This is an optimization exercise on Yosys and OpenROAD, whose aim is small area, not a production implementation.
Function was checked by simulation only, so behaviour that the tests miss may differ from the original.

==> flow/design.v (outline; a module is shown in full before it is edited, if it fits) <==
// module clk_counter_fc: 22 lines
// module fc_apb: 72 lines
// module fc_module: 240 lines
// module fc_dot: 1799 lines
// module fc_top: 93 lines
module fc_top 
  #(
    parameter integer C_S00_AXIS_TDATA_WIDTH = 32
  )
  (
    input wire CLK,
    input wire RESETN,
    output wire S_AXIS_TREADY,
    input wire [C_S00_AXIS_TDATA_WIDTH-1 : 0] S_AXIS_TDATA,
    input wire [(C_S00_AXIS_TDATA_WIDTH/8)-1 : 0] S_AXIS_TKEEP, 
    input wire S_AXIS_TUSER, 
    input wire S_AXIS_TLAST, 
    input wire S_AXIS_TVALID, 
    input wire M_AXIS_TREADY, 
    output wire M_AXIS_TUSER, 
    output wire [C_S00_AXIS_TDATA_WIDTH-1 : 0] M_AXIS_TDATA, 
    output wire [(C_S00_AXIS_TDATA_WIDTH/8)-1 : 0] M_AXIS_TKEEP, 
    output wire M_AXIS_TLAST, 
    output wire M_AXIS_TVALID, 
    input wire [31:0] PADDR, 
    input wire PENABLE, 
    input wire PSEL, 
    input wire PWRITE, 
    input wire [31:0] PWDATA, 
    output wire [31:0] PRDATA, 
    output wire PREADY, 
    output wire PSLVERR
  );
  // ...
==> flow/flow/run.sh <==
#!/bin/bash
# Layout flow: the standard flow (standard.sh, standard synthesis, floorplan,
# placement, routing), with a leaner clock tree: no dummy loads, clkbuf_8 only,
# and sink clusters of up to 14 flip-flops within 60 um. Port buffers use buf_1.
# make's output goes to make_finish.log; ORFS writes each step's log under orfs/logs.
set -euo pipefail
CTS="-sink_clustering_enable -repair_clock_nets -dont_use_dummy_load"
CTS="$CTS -buf_list sky130_fd_sc_hd__clkbuf_8 -sink_clustering_size 14 -sink_clustering_max_diameter 60"
bash standard.sh "CTS_ARGS=$CTS" "BUFFER_PORTS_ARGS=-buffer_cell sky130_fd_sc_hd__buf_1" finish > make_finish.log 2>&1
==> flow/standard.sh <==
#!/bin/bash
# synth_recipe.tcl (not shown) runs the flow's synth.tcl, then flattens the netlist and writes it again
# the make line also repeats each setting of config.mk as NAME=value (left out here)
make -C /OpenROAD-flow-scripts/flow DESIGN_CONFIG=/design/flow/config.mk WORK_HOME=/design/flow/orfs CLKGATE_MAP_FILE= SYNTH_SCRIPT=/design/flow/synth_recipe.tcl "${@:-finish}"
==> flow/config.mk <==
export PLATFORM = sky130hd
export DESIGN_NAME = fc_top
export DESIGN_NICKNAME = fc_top
export VERILOG_FILES = /design/flow/design.v
export SDC_FILE = /design/flow/constraint.sdc
export NUM_CORES = 4
export LEC_CHECK = 0
export CAP_MARGIN = 20
export CORE_MARGIN = 2
export CORE_UTILIZATION = 55
export PLACE_DENSITY = 0.7
export SLEW_MARGIN = 20
==> flow/constraint.sdc <==
create_clock -name core_clock -period 22.0 [get_ports {CLK}]
set_input_delay 4.4000 -clock core_clock [delete_from_list [all_inputs] [get_ports {CLK}]]
set_output_delay 4.4000 -clock core_clock [all_outputs]
set_load 0.01 [all_outputs]
==> impl_metrics.yaml, run 1 <==
job:
  maxCapViolations: 0
routing:
  wl_per_cell_um: 40.9
  wl_met1_mm: 152
  route.met3.wl_mm: 84.7
  num_vias: 84100
cts:
  cts_buffers: 281
  cts_buffer_depth: 4
outcome:
  status: "timing/DRC/antenna clean"
final_layout:
  n_antenna_cell: 24
  sh_seq_area_pct: 68.3
  clock_area_share_pct: 2.81
  drive_above_1_share_pct: 11.4
  seq_cells: 3153
  post-route-util_pct: 59.8
worst_hold_path:
  hold_end: "u_clk_counter.clk_counter[31]"
floorplanning:
  die-area_um2: 236000
  start_util_pct: 55.4
  die-height_um: 486
  die_w_um: 486
sta:
  hold_slack_ns: 0.492
  period_share_pct: 85.5
setup_path:
  crit_path_frequent_cell: "fa_1"
  rr_worst_depth: 54
  crit_type: "reg2reg"
global_routing:
  grt.overflow.total: 0
  antenna_found_initial: 24
synth:
  ys_seq_area_share_pct: 73.7
  yosys.cell_types.count: 90
==> run 2, diff against run 1 <==
--- a/flow/config.mk
+++ b/flow/config.mk
@@ -7,6 +7,6 @@
 export LEC_CHECK = 0
 export CAP_MARGIN = 20
 export CORE_MARGIN = 2
-export CORE_UTILIZATION = 55
-export PLACE_DENSITY = 0.7
+export CORE_UTILIZATION = 40
+export PLACE_DENSITY = 0.6
 export SLEW_MARGIN = 20
==> impl_metrics.yaml, run 2 <==
cts:
  clock_latency_ns: 1.16
  hold_buffers: 0
  path_clk_slew_ns: 0.08
  cts_sinks: 3153
  cts_tree: "done"
  post_cts.repair.setup_buffers: 0
  cts_max_level: 5
  cts.repair.resized: 0
  cts-root-buf: "clkbuf_8"
  cts_buffers: 282
  cts_buffer_depth: 4
floorplanning:
  core_area_um2: 318000
  fp-row-count: 207
  die-area_um2: 324000
  start_util_pct: 40.2
  die-height_um: 569
  pin_count: 183
  die_w_um: 569
synth:
  avgSynthCellArea_um2: 16.1
  yosys_warnings: 4
  async_flop_share_pct: 3.17
  ys_seq_area_share_pct: 73.7
  syn_area_um2: 128000
  yosys.cell_types.count: 90
  yosysMostFrequentCell: "edfxtp_1"
  synth_enable_flop_cells: 3039
  ys_seq_elements: 3153
  synthCells: 7943
  synth_flop_cell: "edfxtp_1"
  synth_top_area_share_pct: 71.5
  yosys.area.top_type: "edfxtp_1"
  synth_area_leaders: "edfxtp_1, a22oi_1, fa_1, dfrtp_1, mux2i_1"
  yosys-top-cells-count: "edfxtp_1, a22oi_1, nand2_1, nor2_1, inv_1"
sta:
  finalSetupViolCount: 0
  slew_headroom_pct: 9.07
  tightest_slew_ns: 1.36
  period_share_pct: 85.7
  timing.fmax_mhz: 53.0
  slew_viol_final: 0
  fin_worst_skew_ns: 0.217
  rsz0062_at_grt: "no"
  final.setup.tns_ns: 0
  period_needed_ns: 18.85
  hold_viol: 0
routing:
  ant_nets: 0
  drtIter0Drc: 16200
  drc: 0
  routed_wl_mm: 493
  first_pass_iters: 9
  num_vias: 82700
  vias_per_cell: 6.62
  wl_per_cell_um: 39.4
job:
  maxCapViolations: 0
setup_path:
  worst_ep_required_time_ns: 22.86
  critical_path.startpoint_type: "flip-flop"
  crit_type: "reg2reg"
  crit_path_frequent_cell: "fa_1"
  cp_slowest_stage_delay_ns: 1.16
  endpoint_kind: "flip-flop"
  critPathMaxFanout: 14
  arrival_ns: 19.71
  slowest_stage: "a2111oi_1"
global_routing:
  antenna_found_initial: 36
  grt_pass1_vias: 77600
  grt.overflow.total: 0
  grt_max_degree: 89
  track_usage_pct: 29.7
  grt_pass1_wl_mm: 660
outcome:
  status: "timing/DRC/antenna clean"
final_layout:
  layout_commonest_cell: "edfxtp_1"
  largest_reg_flops: 2048
  multiInputGateArea_um2: 31600
  drive_above_1_share_pct: 11.6
  post-route-util_pct: 43.9
  layout_common_cells: "edfxtp_1, a22oi_1, nand2_1"
  regArea_um2: 94100
  layout.nets: 8722
  syn_to_final_growth_pct: 9.29
  fillers: 27600
placement:
  dpl.hpwl_mm: 290
  io_buffers: 123
  gp_congestion: 0.933
worst_hold_path:
  hold_class: "reg2reg"
==> run 2: routing by layer <==
| metal | up-vias | track usage [%] | wire length, um | share of wire, % |
|---|---|---|---|---|
| met5 | - | 0 | 201 | 0.041 |
| met1 | 42200 | 39.5 | 176000 | 36 |
| met4 | 26 | 15.3 | 30800 | 6.3 |
| li1 | 31500 | - | - | - |
| met3 | 1494 | 10.2 | 77200 | 16 |
| met2 | 7450 | 43.1 | 208000 | 42 |
==> run 2: cells by family after synthesis <==
| group | share of synthesized area, % |
|---|---|
| AO/OA/AOI/OAI | 9.62 |
| buffers and inverters | 2.48 |
| AND/OR/NAND/NOR | 6.82 |
| adder cells (fa/ha/maj) | 4.70 |
| XOR/XNOR | 0.456 |
| other | 0.00588 |
| multiplexers | 2.23 |
| flip-flops | 73.7 |
==> run 2: path summary, 6_finish.rpt <==
kind	cells after the start	startpoint	slack, ns	end
worst min-delay path	1	u_clk_counter.clk_counter[31]	0.49	u_clk_counter.clk_counter[31]
worst max register to register	55	u_fc_module.cnt[0]	3.15	u_fc_module.max_idx[2]
worst min register to register	1	u_clk_counter.clk_counter[31]	0.49	u_clk_counter.clk_counter[31]
min in group asynchronous	1	RESETN	3.32	u_clk_counter.clk_counter[27]
worst max-delay path	55	u_fc_module.cnt[0]	3.15	u_fc_module.max_idx[2]
max in group asynchronous	2	RESETN	17.32	u_fc_module.max_idx[0]
==> run 2: stage by stage <==
stage	instances	worst slack, ns	hold slack [ns]	area [um2]
2_1_floorplan	7952	5.23	0.438	128000
3_3_place_gp	12200	3.19	0.456	135000
3_5_place_dp	12200	3.26	0.477	135000
4_1_cts	12500	3.51	0.491	139000
5_1_grt	12500	2.60	0.509	139000
6_report	12500	3.15	0.487	139000
==> run 2: layout make-up <==
type / instances / area share [%]
Multi-Input combinational cell: 4020 / 22.6
Timing Repair Buffer: 476 / 2.39
Antenna cell: 15 / 0.0269
Tap cell: 4180 / 3.75
Sequential cell: 3153 / 67.4
Clock buffer: 282 / 2.78
Inverter: 362 / 0.974
==> run 2: critical path, delay by kind of cell, from the launching register on <==
family,cells,cell delay (ns)
buf+inv,11,1.69
mux,1,0.24
fa+ha+maj,27,10.69
simple gates,10,2.68
compound gates,6,2.81
flops,1,0.56
==> module clk_counter_fc, before the edit <==
module clk_counter_fc
  (
    input clk,
    input rstn,
    input start,
    input done,
    output reg [31:0] clk_counter
  );
  always @(posedge clk or negedge rstn) begin
    if (!rstn) begin
      clk_counter <= 32'd0;
    end
    else begin
      if (start && !done) begin
        clk_counter <= clk_counter+1;
      end
      else begin
        clk_counter <= clk_counter;
      end
    end
  end
endmodule
==> module fc_apb, before the edit <==
module fc_apb
  (
    input wire PCLK,
    input wire PRESETB,
    input wire [31:0] PADDR,
    input wire PSEL,
    input wire PENABLE,
    input wire PWRITE,
    input wire [31:0] PWDATA,
    output wire [31:0] PRDATA,
    input wire [31:0] clk_counter,
    input wire [31:0] max_index,
    input wire [0:0] fc_done,
    output reg [0:0] fc_start,
    output reg [2:0] COMMAND,
    input wire F_writedone,
    input wire B_writedone,
    input wire cal_done,
    output wire [31:0] num_input_words,
    output wire [31:0] num_output_words
  );
  reg [6:0] nin;
  reg [4:0] nout;
  reg [31:0] prdata_reg;
  assign num_input_words  = {25'd0, nin};
  assign num_output_words = {27'd0, nout};
  wire setup  = PSEL & ~PENABLE;
  wire enable = PSEL & PENABLE;
  wire [13:0] a = PADDR[15:2];
  always @(posedge PCLK, negedge PRESETB) begin
    if (PRESETB == 1'b0) begin
      prdata_reg <= 32'h0;
    end
    else begin
      if (~PWRITE & setup) begin
        case (a)
          14'd0: prdata_reg <= {28'd0, fc_start, COMMAND};
          14'd1: prdata_reg <= {29'd0, cal_done, B_writedone, F_writedone};
          14'd2: prdata_reg <= clk_counter;
          14'd3: prdata_reg <= {31'd0, fc_done};
          14'd4: prdata_reg <= max_index;
          14'd5: prdata_reg <= num_input_words;
          14'd6: prdata_reg <= num_output_words;
          default: prdata_reg <= 32'h0;
        endcase
      end
      else begin
        prdata_reg <= 32'h0;
      end
    end
  end
  assign PRDATA = (~PWRITE & enable) ? prdata_reg : 32'h0;
  always @(posedge PCLK, negedge PRESETB) begin
    if (PRESETB == 1'b0) begin
      fc_start <= 1'b0;
      COMMAND  <= 3'b000;
      nin      <= 7'd64;
      nout     <= 5'd16;
    end
    else if (PWRITE & enable) begin
      case (a)
        14'd0: begin
          COMMAND  <= PWDATA[2:0];
          fc_start <= (PWDATA[2:0] != 3'b000);
        end
        14'd5: nin  <= PWDATA[6:0];
        14'd6: nout <= PWDATA[4:0];
        default: ;
      endcase
    end
  end
endmodule
==> run 3, diff against run 2 <==
--- a/flow/design.v
+++ b/flow/design.v
@@ -6,17 +6,23 @@
     input done,
     output reg [31:0] clk_counter
   );
+  reg inc_d;
+  wire [32:0] carry;
+  assign carry[0] = inc_d;
+  genvar i;
+  generate
+    for (i = 0; i < 32; i = i + 1) begin : g_inc
+      assign carry[i+1] = carry[i] & clk_counter[i];
+    end
+  endgenerate
   always @(posedge clk or negedge rstn) begin
     if (!rstn) begin
+      inc_d       <= 1'b0;
       clk_counter <= 32'd0;
     end
     else begin
-      if (start && !done) begin
-        clk_counter <= clk_counter+1;
-      end
-      else begin
-        clk_counter <= clk_counter;
-      end
+      inc_d       <= start && !done;
+      clk_counter <= clk_counter ^ carry[31:0];
     end
   end
 endmodule
@@ -33,7 +39,7 @@
     input wire [31:0] clk_counter,
     input wire [31:0] max_index,
     input wire [0:0] fc_done,
-    output reg [0:0] fc_start,
+    output wire [0:0] fc_start,
     output reg [2:0] COMMAND,
     input wire F_writedone,
     input wire B_writedone,
@@ -43,48 +49,51 @@
   );
   reg [6:0] nin;
   reg [4:0] nout;
-  reg [31:0] prdata_reg;
+  reg [2:0] rsel;       
+  reg [6:0] cap;        
   assign num_input_words  = {25'd0, nin};
   assign num_output_words = {27'd0, nout};
+  assign fc_start = (COMMAND != 3'b000);
   wire setup  = PSEL & ~PENABLE;
   wire enable = PSEL & PENABLE;
   wire [13:0] a = PADDR[15:2];
+  wire rd_setup = ~PWRITE & setup;
   always @(posedge PCLK, negedge PRESETB) begin
-    if (PRESETB == 1'b0) begin
-      prdata_reg <= 32'h0;
-    end
-    else begin
-      if (~PWRITE & setup) begin
-        case (a)
-          14'd0: prdata_reg <= {28'd0, fc_start, COMMAND};
-          14'd1: prdata_reg <= {29'd0, cal_done, B_writedone, F_writedone};
-          14'd2: prdata_reg <= clk_counter;
-          14'd3: prdata_reg <= {31'd0, fc_done};
-          14'd4: prdata_reg <= max_index;
-          14'd5: prdata_reg <= num_input_words;
-          14'd6: prdata_reg <= num_output_words;
-          default: prdata_reg <= 32'h0;
-        endcase
-      end
-      else begin
-        prdata_reg <= 32'h0;
-      end
-    end
+    if (PRESETB == 1'b0)
+      rsel <= 3'd7;
+    else if (rd_setup && a < 14'd7)
+      rsel <= a[2:0];
+    else
+      rsel <= 3'd7;
+  end
+  always @(posedge PCLK) begin
+    case (a[2:0])
+      3'd1: cap <= {4'd0, cal_done, B_writedone, F_writedone};
+      3'd3: cap <= {6'd0, fc_done};
+      default: cap <= max_index[6:0];
+    endcase
+  end
+  reg [31:0] rdata;
+  always @(*) begin
+    case (rsel)
+      3'd0: rdata = {28'd0, fc_start, COMMAND};
+      3'd1, 3'd3, 3'd4: rdata = {25'd0, cap};
+      3'd2: rdata = clk_counter;
+      3'd5: rdata = num_input_words;
+      3'd6: rdata = num_output_words;
+      default: rdata = 32'd0;
+    endcase
   end
-  assign PRDATA = (~PWRITE & enable) ? prdata_reg : 32'h0;
+  assign PRDATA = (~PWRITE & enable) ? rdata : 32'h0;
   always @(posedge PCLK, negedge PRESETB) begin
     if (PRESETB == 1'b0) begin
-      fc_start <= 1'b0;
       COMMAND  <= 3'b000;
       nin      <= 7'd64;
       nout     <= 5'd16;
     end
     else if (PWRITE & enable) begin
       case (a)
-        14'd0: begin
-          COMMAND  <= PWDATA[2:0];
-          fc_start <= (PWDATA[2:0] != 3'b000);
-        end
+        14'd0: COMMAND <= PWDATA[2:0];
         14'd5: nin  <= PWDATA[6:0];
         14'd6: nout <= PWDATA[4:0];
         default: ;
==> flow/flow/run.sh (replaced) <==
#!/bin/bash
# Layout flow: the standard flow (standard.sh) with three changes.
#  - Synthesis: the standard synthesis script, except that ABC maps the logic
#    with flow/area.abc (area-oriented mapping with don't-care optimisation)
#    instead of ORFS's abc_speed script. Registers are mapped before ABC runs,
#    so they are the standard synthesis's.
#  - Clock tree: no dummy loads, clkbuf_8 only, sink clusters of up to 14
#    flip-flops within 60 um.
#  - Port buffers: buf_1.
# make's output goes to make_finish.log; ORFS writes each step's log under orfs/logs.
set -euo pipefail
W=$(pwd)
F=$W/flow
# ORFS's synth.tcl with only the ABC script changed
sed 's|^  log_cmd abc {\*}\$abc_args$|  log_cmd abc {*}[lreplace $abc_args 1 1 $::env(FLOW_ABC_SCRIPT)]|' \
  "$FLOW_HOME/scripts/synth.tcl" > "$W/orfs_synth_area.tcl"
grep -q 'FLOW_ABC_SCRIPT' "$W/orfs_synth_area.tcl"
sed "s|source \$::env(SCRIPTS_DIR)/synth.tcl|source $W/orfs_synth_area.tcl|" \
  "$W/synth_recipe.tcl" > "$W/flow_synth.tcl"
grep -q 'orfs_synth_area.tcl' "$W/flow_synth.tcl"
export FLOW_ABC_SCRIPT=$F/area.abc
CTS="-sink_clustering_enable -repair_clock_nets -dont_use_dummy_load"
CTS="$CTS -buf_list sky130_fd_sc_hd__clkbuf_8 -sink_clustering_size 14 -sink_clustering_max_diameter 60"
bash standard.sh "SYNTH_SCRIPT=$W/flow_synth.tcl" "CTS_ARGS=$CTS" \
  "BUFFER_PORTS_ARGS=-buffer_cell sky130_fd_sc_hd__buf_1" ${FLOW_TARGETS:-finish} > make_finish.log 2>&1
==> flow/flow/area.abc (new file) <==
strash
dc2
&get -n
&st
&dch -f
&nf -a
&put
mfs2
&get -n
&st
&dch -f
&nf -a
&put
==> impl_metrics.yaml, run 3 <==
outcome:
  status: "timing/DRC/antenna clean"
setup_path:
  crit_path_frequent_cell: "fa_1"
  cp-endpoint: "u_fc_module.cur_max[0]"
  critical_path.startpoint_type: "flip-flop"
  worst_ep_required_time_ns: 22.65
  r2r-start: "u_fc_module.cnt[0]"
  critPathMaxFanout: 21
  ff2ff_setup_slack_ns: 2.74
  rr_endpoint: "u_fc_module.cur_max[0]"
  slowest_stage: "nor4_4"
  cp_slowest_stage_delay_ns: 0.97
  endpoint_kind: "flip-flop"
  crit_type: "reg2reg"
  cp-startpoint: "u_fc_module.cnt[0]"
  arrival_ns: 19.91
  rr_worst_depth: 52
routing:
  ant_nets: 0
  wl_per_cell_um: 39.7
  drc: 0
  first_pass_iters: 13
  routed_wl_mm: 450
  num_vias: 75500
  vias_per_cell: 6.66
  drtIter0Drc: 17500
sta:
  rsz0062_at_grt: "no"
  period_needed_ns: 19.26
  tightest_slew_ns: 1.19
  slew_viol_final: 0
  timing.fmax_mhz: 51.9
  fin_worst_skew_ns: 0.205
  setup_slack_ns: 2.74
  finalSetupViolCount: 0
  slew_headroom_pct: 20.4
  period_share_pct: 87.5
  hold_viol: 0
  final.setup.tns_ns: 0
cts:
  path_clk_slew_ns: 0.09
  hold_buffers: 0
  cts-root-buf: "clkbuf_8"
  clock_latency_ns: 1.12
  cts_buffer_depth: 4
  cts_buffers: 278
  post_cts.repair.setup_buffers: 0
  cts_sinks: 3131
  cts_max_level: 5
  cts.repair.resized: 0
  cts_tree: "done"
placement:
  io_buffers: 123
  gp_congestion: 0.916
  dp_worst_setup_slack_ns: 2.64
  dpl.hpwl_mm: 262
final_layout:
  drive_above_1_share_pct: 11.5
  largest_reg_flops: 2048
  layout_common_cells: "edfxtp_1, a222oi_1, a22oi_1"
  layout.nets: 7816
  syn_to_final_growth_pct: 11.0
  layout_commonest_cell: "edfxtp_1"
floorplanning:
  die-height_um: 552
  core_area_um2: 300000
  fp-row-count: 201
  pin_count: 183
  die_w_um: 552
  start_util_pct: 40.2
  die-area_um2: 305000
synth:
  yosys_warnings: 4
  synth_flop_cell: "edfxtp_1"
  syn_area_um2: 120000
  yosys.area.top_type: "edfxtp_1"
  synth_top_area_share_pct: 75.8
  avgSynthCellArea_um2: 18.2
  yosysMostFrequentCell: "edfxtp_1"
  synth_enable_flop_cells: 3039
  synthCells: 6614
  yosys.cell_types.count: 58
  ys_seq_elements: 3131
  ys_seq_area_share_pct: 77.7
  async_flop_share_pct: 2.27
  yosys-top-cells-count: "edfxtp_1, a222oi_1, a22oi_1, clkinv_1, nor2_1"
  synth_area_leaders: "edfxtp_1, a222oi_1, fa_1, a22oi_1, dfrtp_1"
global_routing:
  grt_max_degree: 89
  grt_pass1_wl_mm: 603
  antenna_found_initial: 33
  track_usage_pct: 28.6
  grt.overflow.total: 0
  grt_pass1_vias: 72300
job:
  maxCapViolations: 0
worst_hold_path:
  hold_class: "reg2reg"
run 3: changes by cell type after synthesis, sizes merged, moves of 54 or more:
cell	delta
o22ai	-66
clkinv	+343
mux2i	-192
a22oi	-512
buf	-142
clkbuf	-264
nor3	-69
a222oi	+590
and2	-137
nand2	-198
nor2b	+85
nand2b	+89
inv	-358
a21oi	-54
run 3: layout make-up:
class | count | area (um2)
fill | 25700 | 166000
sequential | 3131 | 93500
clock buffer | 278 | 3830
inverter | 347 | 1300
antenna | 22 | 55.1
timing repair buffer | 467 | 3300
tap | 3958 | 4950
multi-input combinational | 3134 | 26700
run 3: per-stage QoR:
stage | cells | utilization [%] | hold WS, ns | cell area (um2)
floorplan | 6623 | - | 0.427 | 120000
global placement | 11000 | 43.3 | 0.447 | 130000
detailed placement | 11000 | 43.3 | 0.451 | 130000
CTS | 11300 | 44.6 | 0.460 | 134000
finish | 11300 | 44.6 | 0.463 | 134000
global route | 11300 | 44.6 | 0.462 | 134000
run 3: how the worst min path moves through the flow:
stage | startpoint | end | slack, ns | cells after the start
floorplan | u_fc_module.fc_done | u_clk_counter.inc_d | 0.43 | 1
global placement | u_clk_counter.clk_counter[31] | u_clk_counter.clk_counter[31] | 0.45 | 1
detailed placement | u_clk_counter.clk_counter[31] | u_clk_counter.clk_counter[31] | 0.45 | 1
CTS | u_fc_module.fc_done | u_clk_counter.inc_d | 0.46 | 1
global route | u_fc_module.fc_done | u_clk_counter.inc_d | 0.46 | 1
finish | u_clk_counter.clk_counter[31] | u_clk_counter.clk_counter[31] | 0.46 | 1
run 3: kinds of logic (layout without fill, tap and decap cells):
kind of cell	after synthesis	after routing	synth area share [%]
adders and majority gates	348	348	5.30
AOI/OAI and AO/OA	1265	1265	9.16
xor gates and xnor gates	28	28	0.215
muxes	22	22	0.205
buffers and inverters	358	1092	1.15
other	2	33	0.00624
DFF	3131	3131	77.7
and+or+nand+nor	1460	1460	6.29
run 3: layer usage:
metal  GRT usage (%)  vias to the layer above  routed length (um)
met4            13.7                       14               25600
met1            37.5                    38600              158000
met3            9.20                     1322               69500
met2            43.2                     6769              196000
li1                -                    28800                   -
met5               0                        -                 103
run 3: critical path: cells and delay by family (launching register included):
kind                     cells  cell delay [ns]
adder cells (fa/ha/maj)     26            10.76
AND/OR/NAND/NOR              9             3.48
AO/OA/AOI/OAI                8             2.49
buffers and inverters        9             1.32
flip-flops                   1             0.80
==> run 4, diff against run 3 <==
==> flow/config.mk (replaced) <==
export PLATFORM = sky130hd
export DESIGN_NAME = fc_top
export DESIGN_NICKNAME = fc_top
export VERILOG_FILES = /design/flow/design.v
export SDC_FILE = /design/flow/constraint.sdc
export NUM_CORES = 4
export LEC_CHECK = 0
export CAP_MARGIN = 5
export CORE_MARGIN = 2
export CORE_UTILIZATION = 55
export PLACE_DENSITY = 0.7
export SLEW_MARGIN = 5
==> impl_metrics.yaml, run 4 <==
synth:
  synth-compound-area-share_pct: 9.16
  synth_area_leaders: "edfxtp_1, a222oi_1, fa_1, a22oi_1, dfrtp_1"
  synthAdderAreaFrac_pct: 5.30
  yosys.area.top_type: "edfxtp_1"
  yosysMostFrequentCell: "edfxtp_1"
  muxShareOfSynthArea_pct: 0.205
  syn_area_um2: 120000
  yosys-top-cells-count: "edfxtp_1, a222oi_1, a22oi_1, clkinv_1, nor2_1"
  yosys.cell_types.count: 58
  ys_seq_area_share_pct: 77.7
  synthCells: 6614
  synth_top_area_share_pct: 75.8
  synth_top_family_by_area: "compound AO/OA/AOI/OAI gates"
  yosys.area_share.simple_pct: 6.29
  avgSynthCellArea_um2: 18.2
  synth-xor-area-share_pct: 0.215
  ys_seq_elements: 3131
  synth_flop_cell: "edfxtp_1"
  synth_enable_flop_cells: 3039
  yosys_warnings: 4
  async_flop_share_pct: 2.27
sta:
  tightest_slew_ns: 1.54
  period_share_pct: 89.0
  rsz0062_at_grt: "no"
  final.setup.tns_ns: 0
  hold_slack_ns: 0.462
  finalSetupViolCount: 0
  timing.fmax_mhz: 51.1
  slew_viol_final: 2
  period_needed_ns: 19.58
  fin_worst_skew_ns: 0.112
  hold_viol: 0
  slew_headroom_pct: -3.24
routing:
  maxUsedRoutingLayer: "met5"
  routed_wl_mm: 425
  wl_met2_mm: 181
  wl_per_cell_um: 41.5
  vias_per_cell: 7.50
  drc: 0
  route.met3.wl_mm: 79.4
  drtIter0Drc: 19800
  ant_nets: 0
  wl_met1_mm: 136
  num_vias: 76600
  first_pass_iters: 13
global_routing:
  track_usage_pct: 37.6
  grt_max_degree: 89
  antenna_found_initial: 31
  grt_pass1_wl_mm: 574
  grt.overflow.total: 0
  grt_pass1_vias: 72500
cts:
  post_cts.repair.setup_buffers: 0
  cts-root-buf: "clkbuf_8"
  path_clk_slew_ns: 0.09
  clock_latency_ns: 1.13
  cts_buffer_depth: 4
  hold_buffers: 0
  cts_sinks: 3131
  cts_buffers: 279
  cts_tree: "done"
  cts.repair.resized: 0
  cts_max_level: 5
setup_path:
  cp.depth: 52
  ff2ff_setup_slack_ns: 2.42
  cp_slowest_stage_delay_ns: 1.12
  critPathMaxFanout: 18
  endpoint_kind: "flip-flop"
  rr_worst_depth: 52
  critPathBufInv: 10
  crit_family: "adder cells"
  crit_path_frequent_cell: "fa_1"
  slowest_stage: "nor3_1"
  arrival_ns: 20.30
  critical_path.startpoint_type: "flip-flop"
  crit_type: "reg2reg"
  worst_ep_required_time_ns: 22.71
placement:
  gp_congestion: 0.977
  dp_cells: 9925
  io_buffers: 123
  placed_cell_area_um2: 128000
  dpl.hpwl_mm: 249
floorplanning:
  start_util_pct: 55.4
  die-area_um2: 223000
  die-height_um: 472
  pin_count: 183
  fp-row-count: 171
  core_area_um2: 217000
  die_w_um: 472
final_layout:
  fillers: 15400
  drive_above_1_share_pct: 11.4
  largest_reg_flops: 2048
  final_cell_area_um2: 132000
  syn_to_final_growth_pct: 9.76
  layout_common_cells: "edfxtp_1, a222oi_1, a22oi_1"
  layout.nets: 7810
  fin_cells: 10200
  layout_commonest_cell: "edfxtp_1"
worst_hold_path:
  holdPathStages: 1
  hold_class: "reg2reg"
outcome:
  so.violations: "max-capacitance violations"
  status: "failed layout checks"
job:
  maxCapViolations: 1
run 4: cell counts after synthesis:
No cell type changed its count.
run 4: cell families after synthesis:
kind of cell	Yosys count
AND/OR/NAND/NOR	1460
adder cells (fa/ha/maj)	348
flip-flops	3131
AO/OA/AOI/OAI	1265
XOR/XNOR	28
multiplexers	22
other	2
buffers and inverters	358
run 4: routing by layer:
metal	vias to the layer above	track usage, %
met4	36	18.8
met1	38100	48.8
met3	1580	15.4
met2	8139	55.0
li1	28800	-
met5	-	0.909
run 4: area by class of cell:
| class | count | area, um2 | share of cell area (%) |
|---|---|---|---|
| Tap cell | 2854 | 3570 | 2.70 |
| Timing Repair Buffer | 460 | 3140 | 2.38 |
| Antenna cell | 20 | 50.0 | 0.0379 |
| Inverter | 347 | 1300 | 0.986 |
| Clock buffer | 279 | 3840 | 2.91 |
| Multi-Input combinational cell | 3134 | 26700 | 20.2 |
| Sequential cell | 3131 | 93500 | 70.8 |
run 4: worst paths after layout:
check | start | to
worst max-delay path | u_fc_module.cnt[0] | u_fc_module.cur_max[3]
worst min-delay path | u_clk_counter.clk_counter[31] | u_clk_counter.clk_counter[31]
worst max register to register | u_fc_module.cnt[0] | u_fc_module.cur_max[3]
worst min register to register | u_clk_counter.clk_counter[31] | u_clk_counter.clk_counter[31]
max in group asynchronous | RESETN | u_fc_module.max_idx[3]
min in group asynchronous | RESETN | u_clk_counter.clk_counter[19]
run 4: per-stage QoR:
step	setup slack [ns]	utilization [%]
floorplan	4.72	-
global placement	2.60	59.0
detailed placement	2.58	59.0
CTS	2.91	60.7
global route	1.78	60.7
finish	2.42	60.8
==> run 5, diff against run 4 <==
--- a/flow/flow/run.sh
+++ b/flow/flow/run.sh
@@ -4,8 +4,8 @@
 #    with flow/area.abc (area-oriented mapping with don't-care optimisation)
 #    instead of ORFS's abc_speed script. Registers are mapped before ABC runs,
 #    so they are the standard synthesis's.
-#  - Clock tree: no dummy loads, clkbuf_8 only, sink clusters of up to 14
-#    flip-flops within 60 um.
+#  - Clock tree: no dummy loads, clkbuf_4 only, sink clusters of up to 8
+#    flip-flops within 40 um.
 #  - Port buffers: buf_1.
 # make's output goes to make_finish.log; ORFS writes each step's log under orfs/logs.
 set -euo pipefail
@@ -20,6 +20,6 @@
 grep -q 'orfs_synth_area.tcl' "$W/flow_synth.tcl"
 export FLOW_ABC_SCRIPT=$F/area.abc
 CTS="-sink_clustering_enable -repair_clock_nets -dont_use_dummy_load"
-CTS="$CTS -buf_list sky130_fd_sc_hd__clkbuf_8 -sink_clustering_size 14 -sink_clustering_max_diameter 60"
+CTS="$CTS -buf_list sky130_fd_sc_hd__clkbuf_4 -sink_clustering_size 8 -sink_clustering_max_diameter 40"
 bash standard.sh "SYNTH_SCRIPT=$W/flow_synth.tcl" "CTS_ARGS=$CTS" \
   "BUFFER_PORTS_ARGS=-buffer_cell sky130_fd_sc_hd__buf_1" ${FLOW_TARGETS:-finish} > make_finish.log 2>&1
--- a/flow/config.mk
+++ b/flow/config.mk
@@ -5,8 +5,8 @@
 export SDC_FILE = /design/flow/constraint.sdc
 export NUM_CORES = 4
 export LEC_CHECK = 0
-export CAP_MARGIN = 5
+export CAP_MARGIN = 20
 export CORE_MARGIN = 2
 export CORE_UTILIZATION = 55
 export PLACE_DENSITY = 0.7
-export SLEW_MARGIN = 5
+export SLEW_MARGIN = 20
==> impl_metrics.yaml, run 5 <==
cts:
  cts_buffer_depth: 4
  path_clk_slew_ns: 0.08
  cts_sinks: 3131
  cts_tree: "done"
  cts_buffers: 461
  clock_latency_ns: 1.65
  post_cts.repair.setup_buffers: 0
  hold_buffers: 0
  cts_max_level: 5
  cts-root-buf: "clkbuf_4"
  cts.repair.resized: 0
sta:
  tightest_slew_ns: 1.34
  slew_viol_final: 0
  period_share_pct: 87.8
  period_needed_ns: 19.32
  fin_worst_skew_ns: 0.242
  finalSetupViolCount: 0
  rsz0062_at_grt: "no"
  final.setup.tns_ns: 0
  timing.fmax_mhz: 51.8
  slew_headroom_pct: 9.85
  hold_viol: 0
  setup_slack_ns: 2.68
floorplanning:
  die_w_um: 472
  core_area_um2: 217000
  pin_count: 183
  start_util_pct: 55.4
  fp-row-count: 171
  die-height_um: 472
  die-area_um2: 223000
setup_path:
  crit_path_frequent_cell: "fa_1"
  cp_slowest_stage_delay_ns: 0.77
  crit_family: "adder cells"
  worst_ep_required_time_ns: 23.09
  slowest_stage: "and4_1"
  critical_path.startpoint_type: "flip-flop"
  crit_type: "reg2reg"
  critPathMaxFanout: 19
  endpoint_kind: "flip-flop"
  critPathBufInv: 10
  arrival_ns: 20.41
synth:
  synthCells: 6614
  yosysMostFrequentCell: "edfxtp_1"
  syn_area_um2: 120000
  synth_flop_cell: "edfxtp_1"
  yosys.cell_types.count: 58
  async_flop_share_pct: 2.27
  avgSynthCellArea_um2: 18.2
  synth_top_area_share_pct: 75.8
  yosys-top-cells-count: "edfxtp_1, a222oi_1, a22oi_1, clkinv_1, nor2_1"
  synth_enable_flop_cells: 3039
  synth_area_leaders: "edfxtp_1, a222oi_1, fa_1, a22oi_1, dfrtp_1"
  yosys_warnings: 4
  yosys.area.top_type: "edfxtp_1"
  ys_seq_elements: 3131
  ys_seq_area_share_pct: 77.7
final_layout:
  post-route-util_pct: 60.6
  syn_to_final_growth_pct: 9.49
  layout.nets: 7992
  drive_above_1_share_pct: 13.6
  layout_common_cells: "edfxtp_1, a222oi_1, clkbuf_4"
  multiInputGateArea_um2: 26700
  regArea_um2: 93500
  layout_commonest_cell: "edfxtp_1"
  largest_reg_flops: 2048
  fillers: 15700
routing:
  first_pass_iters: 22
  vias_per_cell: 7.49
  routed_wl_mm: 427
  ant_nets: 0
  drc: 0
  wl_per_cell_um: 41.0
  drtIter0Drc: 20000
  num_vias: 78000
global_routing:
  grt_max_degree: 89
  track_usage_pct: 37.9
  grt_pass1_vias: 74100
  antenna_found_initial: 36
  grt_pass1_wl_mm: 579
  grt.overflow.total: 0
placement:
  io_buffers: 123
  dpl.hpwl_mm: 249
  gp_congestion: 0.977
  dp_worst_setup_slack_ns: 2.58
job:
  maxCapViolations: 0
worst_hold_path:
  hold_class: "reg2reg"
outcome:
  status: "timing/DRC/antenna clean"
run 5: kinds of logic (layout without fill, tap and decap cells):
group           Yosys count  count (layout)  synth area share [%]
flops                  3131            3131                  77.7
simple gates           1460            1460                  6.29
compound gates         1265            1265                  9.16
buf+inv                 358            1268                  1.15
fa+ha+maj               348             348                  5.30
xor+xnor                 28              28                 0.215
mux                      22              22                 0.205
other cells               2              40               0.00624
run 5: final timing paths:
| kind | cells after the start | slack, ns | start | to |
|---|---|---|---|---|
| min in group asynchronous | 2 | 3.00 | RESETN | u_clk_counter.clk_counter[26] |
| max in group asynchronous | 2 | 18.22 | RESETN | u_fc_module.state[2] |
| setup reg to reg | 52 | 2.68 | u_fc_module.cnt[0] | u_fc_module.cur_max[3] |
| setup / recovery | 52 | 2.68 | u_fc_module.cnt[0] | u_fc_module.cur_max[3] |
| hold / removal | 1 | 0.43 | u_fc_module.fc_done | u_clk_counter.inc_d |
| hold reg to reg | 1 | 0.43 | u_fc_module.fc_done | u_clk_counter.inc_d |
run 5: cell type report:
cell class	count	area share, %
diodes	29	0.0551
clock buffers	461	2.63
inverters	347	0.989
multi-input cells	3134	20.3
flip-flops and latches	3131	70.9
well taps	2854	2.71
repair buffers	460	2.38
run 5: layer usage:
layer  global-route usage [%]  wire [um]  share of wire [%]  vias up
met5                    0.324        299              0.070        -
met4                     19.9      28100                6.6       26
met3                     15.8      80600                 19     1659
met2                     55.0     182000                 43     8618
met1                     49.2     136000                 32    38300
li1                         -          -                  -    29300
run 5: worst register-to-register path: cells and delay by family, from the launching register on:
| family | cells | cell delay [ns] |
|---|---|---|
| adder cells (fa/ha/maj) | 25 | 10.62 |
| AND/OR/NAND/NOR | 9 | 3.49 |
| flip-flops | 1 | 0.75 |
| buffers and inverters | 10 | 1.39 |
| AO/OA/AOI/OAI | 8 | 2.73 |
run 5: through the flow:
step                      instances  instance area (um2)  hold WS (ns)
after floorplan                6623               120000         0.427
after global placement         9925               128000         0.448
after detailed placement       9925               128000         0.456
after global routing          10400               132000         0.427
final                         10400               132000         0.434
after CTS                     10400               132000         0.421
==> module fc_module, before the edit <==
module fc_module
  #(
    parameter integer C_S00_AXIS_TDATA_WIDTH = 32
  )
  (
    input wire clk,
    input wire rstn,
    output wire S_AXIS_TREADY,
    input wire [C_S00_AXIS_TDATA_WIDTH-1 : 0] S_AXIS_TDATA,
    input wire [(C_S00_AXIS_TDATA_WIDTH/8)-1 : 0] S_AXIS_TKEEP,
    input wire S_AXIS_TUSER,
    input wire S_AXIS_TLAST,
    input wire S_AXIS_TVALID,
    input wire M_AXIS_TREADY,
    output wire M_AXIS_TUSER,
    output wire [C_S00_AXIS_TDATA_WIDTH-1 : 0] M_AXIS_TDATA,
    output wire [(C_S00_AXIS_TDATA_WIDTH/8)-1 : 0] M_AXIS_TKEEP,
    output wire M_AXIS_TLAST,
    output wire M_AXIS_TVALID,
    input fc_start,
    output reg fc_done,
    input wire [2:0] COMMAND,
    input wire [31:0] num_input_words,
    input wire [31:0] num_output_words,
    output reg F_writedone,
    output reg B_writedone,
    output wire [31:0] max_index,
    output reg cal_done
  );
  localparam S_IDLE      = 3'd0;
  localparam S_LOAD_FEAT = 3'd1;
  localparam S_LOAD_BIAS = 3'd2;
  localparam S_CALC_W    = 3'd3;
  localparam S_SEND_RES  = 3'd4;
  localparam S_WAIT_CMD  = 3'd5;
  reg [2:0] state;
  reg [2:0] prev_command;
  reg s_ready_reg;
  reg m_axis_tvalid;
  reg m_axis_tlast;
  reg [6:0] cnt;         
  reg [6:0] neuron_idx;  
  reg [23:0] acc_n;      
  reg [6:0] cur_max;
  reg [6:0] max_idx;
  reg [31:0] buf_feature [0:63];
  reg [31:0] buf_bias    [0:15];
  reg [6:0]  buf_res     [0:63];    
  wire [6:0] nin  = num_input_words[6:0];
  wire [4:0] nout = num_output_words[4:0];
  assign S_AXIS_TREADY = s_ready_reg;
  assign M_AXIS_TVALID = m_axis_tvalid;
  assign M_AXIS_TLAST  = m_axis_tlast;
  assign M_AXIS_TUSER  = 1'b0;
  assign M_AXIS_TKEEP  = 4'hF;
  assign max_index     = {25'd0, max_idx};
  wire s_fire = S_AXIS_TVALID & s_ready_reg;
  wire last_in_word = (cnt == nin - 7'd1);
  wire sending = (state == S_SEND_RES);
  wire send_fire = sending & m_axis_tvalid & M_AXIS_TREADY;
  wire [63:0] f_sel = 64'd1 << cnt[5:0];
  reg [31:0] fw;
  integer q;
  always @(*) begin
    fw = 32'd0;
    for (q = 0; q < 64; q = q + 1)
      fw = fw | (buf_feature[q] & {32{f_sel[q]}});
  end
  wire use_acc = (cnt != 7'd0);    
  wire [23:0] sum_n;               
  fc_dot u_dot (
    .w       (S_AXIS_TDATA),
    .f       (fw),
    .acc_n   (acc_n),
    .use_acc (use_acc),
    .last    (last_in_word),
    .bias    (bias_byte),
    .sum_n   (sum_n)
  );
  wire [23:0] biased = ~sum_n;
  wire [63:0] b_sel = 64'd1 << neuron_idx[5:0];
  reg [7:0] bias_byte;
  always @(*) begin
    bias_byte = 8'd0;
    for (q = 0; q < 64; q = q + 1)
      bias_byte = bias_byte | (buf_bias[q/4][8*(q%4) +: 8] & {8{b_sel[q]}});
  end
  wire [6:0] final_val = biased[23] ? 7'd0 : (|biased[22:13]) ? 7'd127 : biased[12:6];
  wire feat_we = (state == S_LOAD_FEAT) & s_fire;
  wire bias_we = (state == S_LOAD_BIAS) & s_fire;
  wire res_we  = (state == S_CALC_W) & s_fire & last_in_word;
  integer j, b;
  always @(posedge clk) begin
    if (feat_we) buf_feature[cnt[5:0]] <= S_AXIS_TDATA;
    if (bias_we) buf_bias[cnt[3:0]] <= S_AXIS_TDATA;
    for (j = 0; j < 16; j = j + 1)
      for (b = 0; b < 4; b = b + 1)
        if (res_we && neuron_idx[5:2] == j &&
            (neuron_idx[1:0] == b || neuron_idx[1:0] == 2'd0))
          buf_res[4*j+b] <= (neuron_idx[1:0] == b) ? final_val : 7'd0;
  end
  wire [15:0] r_sel = {15'd0, sending} << cnt[3:0];
  reg [27:0] rw;
  always @(*) begin
    rw = 28'd0;
    for (q = 0; q < 16; q = q + 1)
      rw = rw | ({buf_res[4*q+3], buf_res[4*q+2], buf_res[4*q+1], buf_res[4*q]} & {28{r_sel[q]}});
  end
  assign M_AXIS_TDATA = {1'b0, rw[27:21], 1'b0, rw[20:14], 1'b0, rw[13:7], 1'b0, rw[6:0]};
  wire phase_start = fc_start && ((state == S_IDLE) ||
                     (state == S_WAIT_CMD && COMMAND != prev_command));
  always @(posedge clk) begin
    if (state == S_CALC_W && s_fire)
      acc_n <= sum_n;
  end
  always @(posedge clk) begin
    if (phase_start && COMMAND == 3'b100)
      neuron_idx <= 7'd0;
    else if (state == S_CALC_W && s_fire && last_in_word) begin
      neuron_idx <= neuron_idx + 7'd1;
      if (neuron_idx == 7'd0 || final_val > cur_max)
        cur_max <= final_val;
    end
  end
  wire [6:0] cnt_inc = {cnt[6] | (&cnt[5:0]), cnt[5:0] + 6'd1};
  always @(posedge clk) begin
    if (phase_start)
      cnt <= 7'd0;
    else if (s_fire && (state == S_LOAD_FEAT || state == S_LOAD_BIAS))
      cnt <= cnt_inc;
    else if (s_fire && state == S_CALC_W)
      cnt <= last_in_word ? 7'd0 : cnt_inc;
    else if (send_fire)
      cnt <= cnt_inc;
  end
  always @(posedge clk or negedge rstn) begin
    if (!rstn) begin
      state         <= S_IDLE;
      s_ready_reg   <= 1'b0;
      m_axis_tvalid <= 1'b0;
      m_axis_tlast  <= 1'b0;
      F_writedone   <= 1'b0;
      B_writedone   <= 1'b0;
      cal_done      <= 1'b0;
      fc_done       <= 1'b0;
      prev_command  <= 3'b000;
      max_idx       <= 7'd0;
    end
    else begin
      if (m_axis_tvalid && M_AXIS_TREADY) begin
        m_axis_tvalid <= 1'b0;
        m_axis_tlast  <= 1'b0;
      end
      case (state)
        S_IDLE: begin
          s_ready_reg   <= 1'b0;
          m_axis_tvalid <= 1'b0;
          m_axis_tlast  <= 1'b0;
          F_writedone   <= 1'b0;
          B_writedone   <= 1'b0;
          cal_done      <= 1'b0;
          fc_done       <= 1'b0;
          if (fc_start) begin
            prev_command <= COMMAND;
            max_idx      <= 7'd0;
            case (COMMAND)
              3'b001: begin state <= S_LOAD_FEAT; s_ready_reg <= 1'b1; end
              3'b010: begin state <= S_LOAD_BIAS; s_ready_reg <= 1'b1; end
              3'b100: begin state <= S_CALC_W;    s_ready_reg <= 1'b1; end
              3'b101: begin state <= S_SEND_RES; end
              default: state <= S_IDLE;
            endcase
          end
        end
        S_LOAD_FEAT: begin
          if (s_fire && (S_AXIS_TLAST || last_in_word)) begin
            s_ready_reg <= 1'b0;
            F_writedone <= 1'b1;
            state       <= S_WAIT_CMD;
          end
        end
        S_LOAD_BIAS: begin
          if (s_fire && (S_AXIS_TLAST || cnt == {2'b0, nout} - 7'd1)) begin
            s_ready_reg <= 1'b0;
            B_writedone <= 1'b1;
            state       <= S_WAIT_CMD;
          end
        end
        S_CALC_W: begin
          if (s_fire) begin
            if (last_in_word) begin
              if (neuron_idx == 7'd0)
                max_idx <= 7'd0;
              else if (final_val > cur_max)
                max_idx <= neuron_idx;
            end
            if (S_AXIS_TLAST) begin
              s_ready_reg <= 1'b0;
              cal_done    <= 1'b1;
              state       <= S_WAIT_CMD;
            end
          end
        end
        S_SEND_RES: begin
          if (!m_axis_tvalid || M_AXIS_TREADY) begin
            m_axis_tvalid <= 1'b1;
            if (M_AXIS_TREADY && m_axis_tvalid) begin
              if (cnt == {2'b0, nout} - 7'd1) begin
                m_axis_tvalid <= 1'b0;
                m_axis_tlast  <= 1'b0;
                fc_done       <= 1'b1;
                state         <= S_WAIT_CMD;
              end
              else if (cnt == {2'b0, nout} - 7'd2) begin
                m_axis_tlast <= 1'b1;
              end
            end
          end
        end
        S_WAIT_CMD: begin
          if (fc_start == 1'b0) begin
            state        <= S_IDLE;
            prev_command <= 3'b000;
          end
          else if (COMMAND != prev_command) begin
            prev_command <= COMMAND;
            case (COMMAND)
              3'b001: begin state <= S_LOAD_FEAT; s_ready_reg <= 1'b1; F_writedone <= 1'b0; end
              3'b010: begin state <= S_LOAD_BIAS; s_ready_reg <= 1'b1; B_writedone <= 1'b0; end
              3'b100: begin state <= S_CALC_W;    s_ready_reg <= 1'b1; cal_done <= 1'b0; end
              3'b101: begin state <= S_SEND_RES;  fc_done <= 1'b0; end
              default: state <= S_IDLE;
            endcase
          end
        end
        default: state <= S_IDLE;
      endcase
    end
  end
endmodule
==> run 6, diff against run 5 <==
--- a/flow/design.v
+++ b/flow/design.v
@@ -146,7 +146,9 @@
   reg [23:0] acc_n;      
   reg [6:0] cur_max;
   reg [6:0] max_idx;
-  reg [31:0] buf_feature [0:63];
+  reg [31:0] feat0 [0:15];         
+  reg [31:0] ring [1:3][0:15];     
+  reg [3:0] ring_rot [1:3];
   reg [31:0] buf_bias    [0:15];
   reg [6:0]  buf_res     [0:63];    
   wire [6:0] nin  = num_input_words[6:0];
@@ -161,14 +163,18 @@
   wire last_in_word = (cnt == nin - 7'd1);
   wire sending = (state == S_SEND_RES);
   wire send_fire = sending & m_axis_tvalid & M_AXIS_TREADY;
-  wire [63:0] f_sel = 64'd1 << cnt[5:0];
-  reg [31:0] fw;
+  wire [15:0] f_sel = 16'd1 << cnt[3:0];
+  reg [31:0] fw0;
   integer q;
   always @(*) begin
-    fw = 32'd0;
-    for (q = 0; q < 64; q = q + 1)
-      fw = fw | (buf_feature[q] & {32{f_sel[q]}});
+    fw0 = 32'd0;
+    for (q = 0; q < 16; q = q + 1)
+      fw0 = fw0 | (feat0[q] & {32{f_sel[q]}});
   end
+  wire [1:0] grp = cnt[5:4];
+  wire [31:0] fw = (grp == 2'd0) ? fw0 :
+                   (grp == 2'd1) ? ring[1][0] :
+                   (grp == 2'd2) ? ring[2][0] : ring[3][0];
   wire use_acc = (cnt != 7'd0);    
   wire [23:0] sum_n;               
   fc_dot u_dot (
@@ -194,7 +200,7 @@
   wire res_we  = (state == S_CALC_W) & s_fire & last_in_word;
   integer j, b;
   always @(posedge clk) begin
-    if (feat_we) buf_feature[cnt[5:0]] <= S_AXIS_TDATA;
+    if (feat_we && grp == 2'd0) feat0[cnt[3:0]] <= S_AXIS_TDATA;
     if (bias_we) buf_bias[cnt[3:0]] <= S_AXIS_TDATA;
     for (j = 0; j < 16; j = j + 1)
       for (b = 0; b < 4; b = b + 1)
@@ -210,6 +216,26 @@
       rw = rw | ({buf_res[4*q+3], buf_res[4*q+2], buf_res[4*q+1], buf_res[4*q]} & {28{r_sel[q]}});
   end
   assign M_AXIS_TDATA = {1'b0, rw[27:21], 1'b0, rw[20:14], 1'b0, rw[13:7], 1'b0, rw[6:0]};
+  wire feat_busy = (state == S_LOAD_FEAT) || (state == S_CALC_W);
+  wire calc_fire = (state == S_CALC_W) & s_fire;
+  reg [3:1] ring_step, ring_load;
+  integer g, p;
+  always @(*) begin
+    for (g = 1; g <= 3; g = g + 1) begin
+      ring_load[g] = feat_we && grp == g;
+      ring_step[g] = ring_load[g] || (calc_fire && grp == g) ||
+                     (ring_rot[g] != 4'd0 && !(feat_busy && grp == g));
+    end
+  end
+  always @(posedge clk) begin
+    for (g = 1; g <= 3; g = g + 1)
+      if (ring_step[g]) begin
+        ring_rot[g] <= ring_rot[g] + 4'd1;
+        for (p = 0; p < 15; p = p + 1)
+          ring[g][p] <= ring[g][p+1];
+        ring[g][15] <= ring_load[g] ? S_AXIS_TDATA : ring[g][0];
+      end
+  end
   wire phase_start = fc_start && ((state == S_IDLE) ||
                      (state == S_WAIT_CMD && COMMAND != prev_command));
   always @(posedge clk) begin
==> impl_metrics.yaml, run 6 <==
setup_path:
  crit_family: "adder cells"
  r2r-start: "u_fc_module.cnt[1]"
  worst_ep_required_time_ns: 23.02
  cp-startpoint: "u_fc_module.cnt[1]"
  slowest_stage: "xor2_1"
  critPathMaxFanout: 22
  critPathBufInv: 12
  endpoint_kind: "flip-flop"
  cp_slowest_stage_delay_ns: 0.85
  arrival_ns: 18.99
  crit_type: "reg2reg"
  critical_path.startpoint_type: "flip-flop"
  crit_path_frequent_cell: "fa_1"
final_layout:
  layout_common_cells: "edfxtp_1, clkbuf_4, nand2_1"
  syn_to_final_growth_pct: 8.13
  largest_reg_flops: 1536
  layout.nets: 7152
  layout_commonest_cell: "edfxtp_1"
  post-route-util_pct: 59.9
  drive_above_1_share_pct: 11.5
floorplanning:
  fp-row-count: 167
  pin_count: 183
  die-area_um2: 213000
  die-height_um: 461
  start_util_pct: 55.4
  die_w_um: 461
  core_area_um2: 207000
routing:
  routed_wl_mm: 271
  first_pass_iters: 9
  num_vias: 59200
  ant_nets: 0
  drc: 0
  vias_per_cell: 6.24
  drtIter0Drc: 9065
  wl_per_cell_um: 28.5
placement:
  dp_worst_setup_slack_ns: 2.73
  dpl.hpwl_mm: 160
  io_buffers: 123
  gp_congestion: 0.908
job:
  maxCapViolations: 0
outcome:
  status: "timing/DRC/antenna clean"
synth:
  syn_area_um2: 115000
  yosysMostFrequentCell: "edfxtp_1"
  yosys_warnings: 6
  synth_enable_flop_cells: 3051
  synth_area_leaders: "edfxtp_1, fa_1, a222oi_1, a22oi_1, dfrtp_1"
  async_flop_share_pct: 2.26
  ys_seq_area_share_pct: 81.7
  ys_seq_elements: 3143
  yosys-top-cells-count: "edfxtp_1, nand2_1, clkinv_1, fa_1, nor2_1"
  yosys.area.top_type: "edfxtp_1"
  synthCells: 5909
  yosys.cell_types.count: 51
  synth_top_area_share_pct: 79.7
  synth_flop_cell: "edfxtp_1"
  avgSynthCellArea_um2: 19.4
cts:
  cts-root-buf: "clkbuf_4"
  cts_buffers: 463
  cts_sinks: 3143
  cts_max_level: 5
  hold_buffers: 0
  cts_tree: "done"
  clock_latency_ns: 1.53
  post_cts.repair.setup_buffers: 0
  cts.repair.resized: 0
  cts_buffer_depth: 4
  path_clk_slew_ns: 0.08
global_routing:
  track_usage_pct: 25.4
  grt_pass1_wl_mm: 389
  grt.overflow.total: 0
  grt_max_degree: 202
  antenna_found_initial: 16
  grt_util_met1_pct: 35.5
  use_met2_pct: 38.1
  grt_pass1_vias: 58700
  grt_util_met3_pct: 6.03
  top_usage_layer: "met2"
worst_hold_path:
  hp-start: "u_fc_module.ring[15][28]"
  hold_class: "reg2reg"
sta:
  finalSetupViolCount: 0
  slew_headroom_pct: 13.2
  period_share_pct: 81.7
  tightest_slew_ns: 1.30
  period_needed_ns: 17.97
  slew_viol_final: 0
  hold_viol: 0
  final.setup.tns_ns: 0
  fin_worst_skew_ns: 0.206
  setup_slack_ns: 4.03
  hold_slack_ns: 0.288
  rsz0062_at_grt: "no"
  timing.fmax_mhz: 55.7
-- run 6: layout make-up --
class	count	area [um2]
antenna	12	30.0
clock buffer	463	3480
fill	15000	83000
inverter	359	1350
multi-input combinational	2405	20100
sequential	3143	93800
tap	2788	3490
timing repair buffer	317	2020
-- run 6: cells by family after synthesis --
family,after synthesis,share of synthesized area [%]
and+or+nand+nor,1114,4.58
other,2,0.00654
DFF,3143,81.7
muxes,119,1.16
xor gates and xnor gates,35,0.267
AOI/OAI and AO/OA,772,5.47
buffers and inverters,370,1.24
adders and majority gates,354,5.61
-- run 6: path summary, 6_finish.rpt --
check | end | slack (ns) | cells after the start
worst max-delay path | u_fc_module.cur_max[0] | 4.03 | 51
worst min register to register | u_fc_module.ring[14][28] | 0.29 | 0
max in group asynchronous | u_fc_module.cal_done | 18.24 | 2
min in group asynchronous | u_clk_counter.clk_counter[14] | 3.16 | 2
worst max register to register | u_fc_module.cur_max[0] | 4.03 | 51
worst min-delay path | u_fc_module.ring[14][28] | 0.29 | 0
-- run 6: per-stage QoR --
| stage | area, um2 | instances |
|---|---|---|
| final | 124000 | 9487 |
| after global routing | 124000 | 9477 |
| after CTS | 124000 | 9475 |
| after detailed placement | 121000 | 9012 |
| after global placement | 121000 | 9011 |
| after floorplan | 115000 | 5918 |
-- run 6: layer usage --
metal | share of wire (%) | wire, um
met5 | 0.011 | 31
met4 | 5.4 | 14500
met3 | 12 | 31500
met2 | 44 | 120000
met1 | 39 | 104000
==> run 7, diff against run 6 <==
--- a/flow/design.v
+++ b/flow/design.v
@@ -146,9 +146,13 @@
   reg [23:0] acc_n;      
   reg [6:0] cur_max;
   reg [6:0] max_idx;
-  reg [31:0] feat0 [0:15];         
-  reg [31:0] ring [1:3][0:15];     
-  reg [3:0] ring_rot [1:3];
+  reg [31:0] feat0 [0:7];          
+  reg [31:0] ring1 [0:7];           
+  reg [31:0] ring2 [0:15];          
+  reg [31:0] ring3 [0:31];          
+  reg [2:0] rot1;
+  reg [3:0] rot2;
+  reg [4:0] rot3;
   reg [31:0] buf_bias    [0:15];
   reg [6:0]  buf_res     [0:63];    
   wire [6:0] nin  = num_input_words[6:0];
@@ -163,18 +167,19 @@
   wire last_in_word = (cnt == nin - 7'd1);
   wire sending = (state == S_SEND_RES);
   wire send_fire = sending & m_axis_tvalid & M_AXIS_TREADY;
-  wire [15:0] f_sel = 16'd1 << cnt[3:0];
+  wire [7:0] f_sel = 8'd1 << cnt[2:0];
   reg [31:0] fw0;
   integer q;
   always @(*) begin
     fw0 = 32'd0;
-    for (q = 0; q < 16; q = q + 1)
+    for (q = 0; q < 8; q = q + 1)
       fw0 = fw0 | (feat0[q] & {32{f_sel[q]}});
   end
-  wire [1:0] grp = cnt[5:4];
-  wire [31:0] fw = (grp == 2'd0) ? fw0 :
-                   (grp == 2'd1) ? ring[1][0] :
-                   (grp == 2'd2) ? ring[2][0] : ring[3][0];
+  wire in_g0 = (cnt[5:3] == 3'd0);
+  wire in_r1 = (cnt[5:3] == 3'd1);
+  wire in_r2 = (cnt[5:4] == 2'd1);
+  wire in_r3 = cnt[5];
+  wire [31:0] fw = in_r3 ? ring3[0] : in_r2 ? ring2[0] : in_r1 ? ring1[0] : fw0;
   wire use_acc = (cnt != 7'd0);    
   wire [23:0] sum_n;               
   fc_dot u_dot (
@@ -200,7 +205,7 @@
   wire res_we  = (state == S_CALC_W) & s_fire & last_in_word;
   integer j, b;
   always @(posedge clk) begin
-    if (feat_we && grp == 2'd0) feat0[cnt[3:0]] <= S_AXIS_TDATA;
+    if (feat_we && in_g0) feat0[cnt[2:0]] <= S_AXIS_TDATA;
     if (bias_we) buf_bias[cnt[3:0]] <= S_AXIS_TDATA;
     for (j = 0; j < 16; j = j + 1)
       for (b = 0; b < 4; b = b + 1)
@@ -218,23 +223,29 @@
   assign M_AXIS_TDATA = {1'b0, rw[27:21], 1'b0, rw[20:14], 1'b0, rw[13:7], 1'b0, rw[6:0]};
   wire feat_busy = (state == S_LOAD_FEAT) || (state == S_CALC_W);
   wire calc_fire = (state == S_CALC_W) & s_fire;
-  reg [3:1] ring_step, ring_load;
-  integer g, p;
-  always @(*) begin
-    for (g = 1; g <= 3; g = g + 1) begin
-      ring_load[g] = feat_we && grp == g;
-      ring_step[g] = ring_load[g] || (calc_fire && grp == g) ||
-                     (ring_rot[g] != 4'd0 && !(feat_busy && grp == g));
-    end
-  end
+  wire load1 = feat_we & in_r1;
+  wire load2 = feat_we & in_r2;
+  wire load3 = feat_we & in_r3;
+  wire step1 = load1 | (calc_fire & in_r1) | (rot1 != 3'd0 & ~(feat_busy & in_r1));
+  wire step2 = load2 | (calc_fire & in_r2) | (rot2 != 4'd0 & ~(feat_busy & in_r2));
+  wire step3 = load3 | (calc_fire & in_r3) | (rot3 != 5'd0 & ~(feat_busy & in_r3));
+  integer p;
   always @(posedge clk) begin
-    for (g = 1; g <= 3; g = g + 1)
-      if (ring_step[g]) begin
-        ring_rot[g] <= ring_rot[g] + 4'd1;
-        for (p = 0; p < 15; p = p + 1)
-          ring[g][p] <= ring[g][p+1];
-        ring[g][15] <= ring_load[g] ? S_AXIS_TDATA : ring[g][0];
-      end
+    if (step1) begin
+      rot1 <= rot1 + 3'd1;
+      for (p = 0; p < 7; p = p + 1) ring1[p] <= ring1[p+1];
+      ring1[7] <= load1 ? S_AXIS_TDATA : ring1[0];
+    end
+    if (step2) begin
+      rot2 <= rot2 + 4'd1;
+      for (p = 0; p < 15; p = p + 1) ring2[p] <= ring2[p+1];
+      ring2[15] <= load2 ? S_AXIS_TDATA : ring2[0];
+    end
+    if (step3) begin
+      rot3 <= rot3 + 5'd1;
+      for (p = 0; p < 31; p = p + 1) ring3[p] <= ring3[p+1];
+      ring3[31] <= load3 ? S_AXIS_TDATA : ring3[0];
+    end
   end
   wire phase_start = fc_start && ((state == S_IDLE) ||
                      (state == S_WAIT_CMD && COMMAND != prev_command));
==> impl_metrics.yaml, run 7 <==
outcome:
  status: "timing/DRC/antenna clean"
final_layout:
  layout.nets: 6885
  fillers: 14700
  layout_commonest_cell: "edfxtp_1"
  largest_reg_flops: 1024
  fin_cells: 9123
  syn_to_final_growth_pct: 7.88
  post-route-util_pct: 59.7
  layout_common_cells: "edfxtp_1, clkbuf_4, clkinv_1"
  drive_above_1_share_pct: 10.9
global_routing:
  antenna_found_initial: 21
  grt.overflow.total: 0
  grt_max_degree: 203
  grt_pass1_vias: 55200
  grt_pass1_wl_mm: 357
  track_usage_pct: 23.3
synth:
  avgSynthCellArea_um2: 20.0
  yosys.area.top_type: "edfxtp_1"
  synth_enable_flop_cells: 3051
  synth_flop_cell: "edfxtp_1"
  synth_area_leaders: "edfxtp_1, fa_1, a222oi_1, dfrtp_1, clkinv_1"
  ys_seq_elements: 3143
  synth_top_area_share_pct: 80.8
  ys_seq_area_share_pct: 82.8
  async_flop_share_pct: 2.26
  yosys-top-cells-count: "edfxtp_1, clkinv_1, nand2_1, fa_1, nor2_1"
  syn_area_um2: 113000
  synthCells: 5676
  yosys_warnings: 7
  yosys.cell_types.count: 53
  yosysMostFrequentCell: "edfxtp_1"
sta:
  rsz0062_at_grt: "no"
  finalSetupViolCount: 0
  fin_worst_skew_ns: 0.143
  setup_slack_ns: 4.22
  period_share_pct: 80.8
  slew_headroom_pct: 17.4
  period_needed_ns: 17.78
  hold_viol: 0
  tightest_slew_ns: 1.23
  slew_viol_final: 0
  timing.fmax_mhz: 56.2
setup_path:
  cp-startpoint: "u_fc_module.cnt[0]"
  rr_worst_depth: 50
  critical_path.startpoint_type: "flip-flop"
  cp.depth: 50
  endpoint_kind: "flip-flop"
  slowest_stage: "dfxtp_1"
  arrival_ns: 18.81
  r2r-start: "u_fc_module.cnt[0]"
  crit_family: "adder cells"
  crit_type: "reg2reg"
  cp_slowest_stage_delay_ns: 0.85
  critPathBufInv: 8
  crit_path_frequent_cell: "fa_1"
  critPathMaxFanout: 32
  worst_ep_required_time_ns: 23.03
cts:
  cts-root-buf: "clkbuf_4"
  hold_buffers: 0
  cts.repair.resized: 0
  cts_sinks: 3143
  cts_buffers: 454
  clock_latency_ns: 1.49
  cts_buffer_depth: 4
  cts_max_level: 5
  cts_tree: "done"
  post_cts.repair.setup_buffers: 0
  path_clk_slew_ns: 0.11
routing:
  drc: 0
  drtIter0Drc: 8682
  vias_per_cell: 6.13
  num_vias: 55900
  first_pass_iters: 10
  ant_nets: 0
  wl_per_cell_um: 26.9
  routed_wl_mm: 246
placement:
  dpl.hpwl_mm: 146
  gp_congestion: 0.893
  dp_cells: 8652
  io_buffers: 123
  dp_worst_setup_slack_ns: 2.98
floorplanning:
  start_util_pct: 55.4
  core_area_um2: 205000
  die_w_um: 458
  die-height_um: 458
  pin_count: 183
  fp-row-count: 166
  die-area_um2: 210000
worst_hold_path:
  holdPathStages: 0
  hp-start: "u_fc_module.ring2[15][17]"
  hold_class: "reg2reg"
job:
  maxCapViolations: 0
==> run 7: changes by cell type after synthesis, sizes merged, moves of 14 or more <==
| cell | change |
|---|---|
| a21oi | -30 |
| a221oi | -44 |
| a22o | -14 |
| a22oi | -102 |
| and2 | -16 |
| nand2 | -47 |
| nand2b | +16 |
| nand4 | -43 |
| nor2 | -14 |
| o22ai | +57 |
| or2 | -15 |
==> run 7: per-stage QoR <==
stage	hold slack, ns	instance area, um2	setup TNS [ns]
finish	0.338	122000	0
global route	0.322	122000	0
CTS	0.327	122000	0
detailed placement	0.405	119000	0
global placement	0.400	119000	0
floorplan	0.400	113000	-643.33
==> run 7: kinds of logic after synthesis <==
group / Yosys count / share of synthesized area [%]
buffers and inverters: 364 / 1.24
DFF: 3143 / 82.8
other: 2 / 0.00662
adders and majority gates: 354 / 5.69
and+or+nand+nor: 1020 / 4.26
AOI/OAI and AO/OA: 641 / 4.63
muxes: 113 / 1.12
xor gates and xnor gates: 39 / 0.301
==> run 7: metal layers <==
metal,global-route usage [%],up-vias,wire length (um)
li1,-,23800,-
met5,0,-,23
met4,10.0,4,10400
met1,33.8,28200,98400
met2,34.0,3341,108000
met3,5.85,582,28300
==> run 7: layout make-up <==
type | count | area, um2 | area share (%)
flip-flops and latches | 3143 | 93800 | 76.7
clock buffers | 454 | 3410 | 2.79
repair buffers | 292 | 1890 | 1.54
well taps | 2688 | 3360 | 2.75
multi-input cells | 2178 | 18500 | 15.1
diodes | 15 | 37.5 | 0.0307
inverters | 353 | 1330 | 1.08
==> run 7: worst paths after layout <==
path / slack (ns) / endpoint
min: 0.34 / u_fc_module.ring2[14][17]
min in group asynchronous: 3.18 / u_fc_apb.nout[2]
min reg2reg: 0.34 / u_fc_module.ring2[14][17]
max: 4.22 / u_fc_module.cur_max[2]
max in group asynchronous: 18.22 / u_fc_module.B_writedone
max reg2reg: 4.22 / u_fc_module.cur_max[2]
==> run 7: worst register-to-register path: cells and delay by family, from the launching register on <==
family | cells | cell delay [ns]
adder cells (fa/ha/maj) | 26 | 10.30
AO/OA/AOI/OAI | 9 | 3.09
AND/OR/NAND/NOR | 7 | 1.81
buffers and inverters | 8 | 1.26
flip-flops | 1 | 0.85

separate check: timing with driven ports:
How much do the figures lean on ideal ports? The routed layouts below were timed once more, with nothing changed but the port constraints. Step 1 (the two cells are an assumption about what drives the block):
set clk [get_ports {CLK}]
set_driving_cell -lib_cell sky130_fd_sc_hd__clkbuf_16 $clk
set_driving_cell -lib_cell sky130_fd_sc_hd__buf_2 [delete_from_list [all_inputs] $clk]
Step 2 times the ports against the registers' clock, not the clock port: input delays grow and output delays shrink by t, the midpoint of the rising clock arrivals with the driver on. a / b / c = ideal / step 1 / step 2; a / b = the first two.
run | t, ns | setup WS [ns] | clock arrival spread, ns | worst register clock-pin slew, ns | cell pins on the clock port's net
run 1 | 1.205 | 3.180 / 3.180 / 3.003 | 0.127 / 0.126 | 0.10 / 0.10 | 1
run 2 | 1.151 | 3.150 / 3.150 / 3.040 | 0.217 / 0.217 | 0.10 / 0.10 | 1
run 3 | 1.119 | 2.741 / 2.741 / 2.559 | 0.205 / 0.205 | 0.10 / 0.10 | 1
run 4 | 1.176 | 2.416 / 2.416 / 2.416 | 0.112 / 0.112 | 0.10 / 0.10 | 1
run 5 | 1.615 | 2.679 / 2.679 / 2.431 | 0.258 / 0.257 | 0.10 / 0.10 | 1
run 6 | 1.488 | 4.032 / 4.032 / 2.754 | 0.245 / 0.244 | 0.10 / 0.10 | 1
run 7 | 1.490 | 4.221 / 4.221 / 2.905 | 0.158 / 0.158 | 0.11 / 0.11 | 1
For run 7, which loses most, drivers alone change the setup slack by 0.000 ns; drivers and shift together by -1.316 ns.
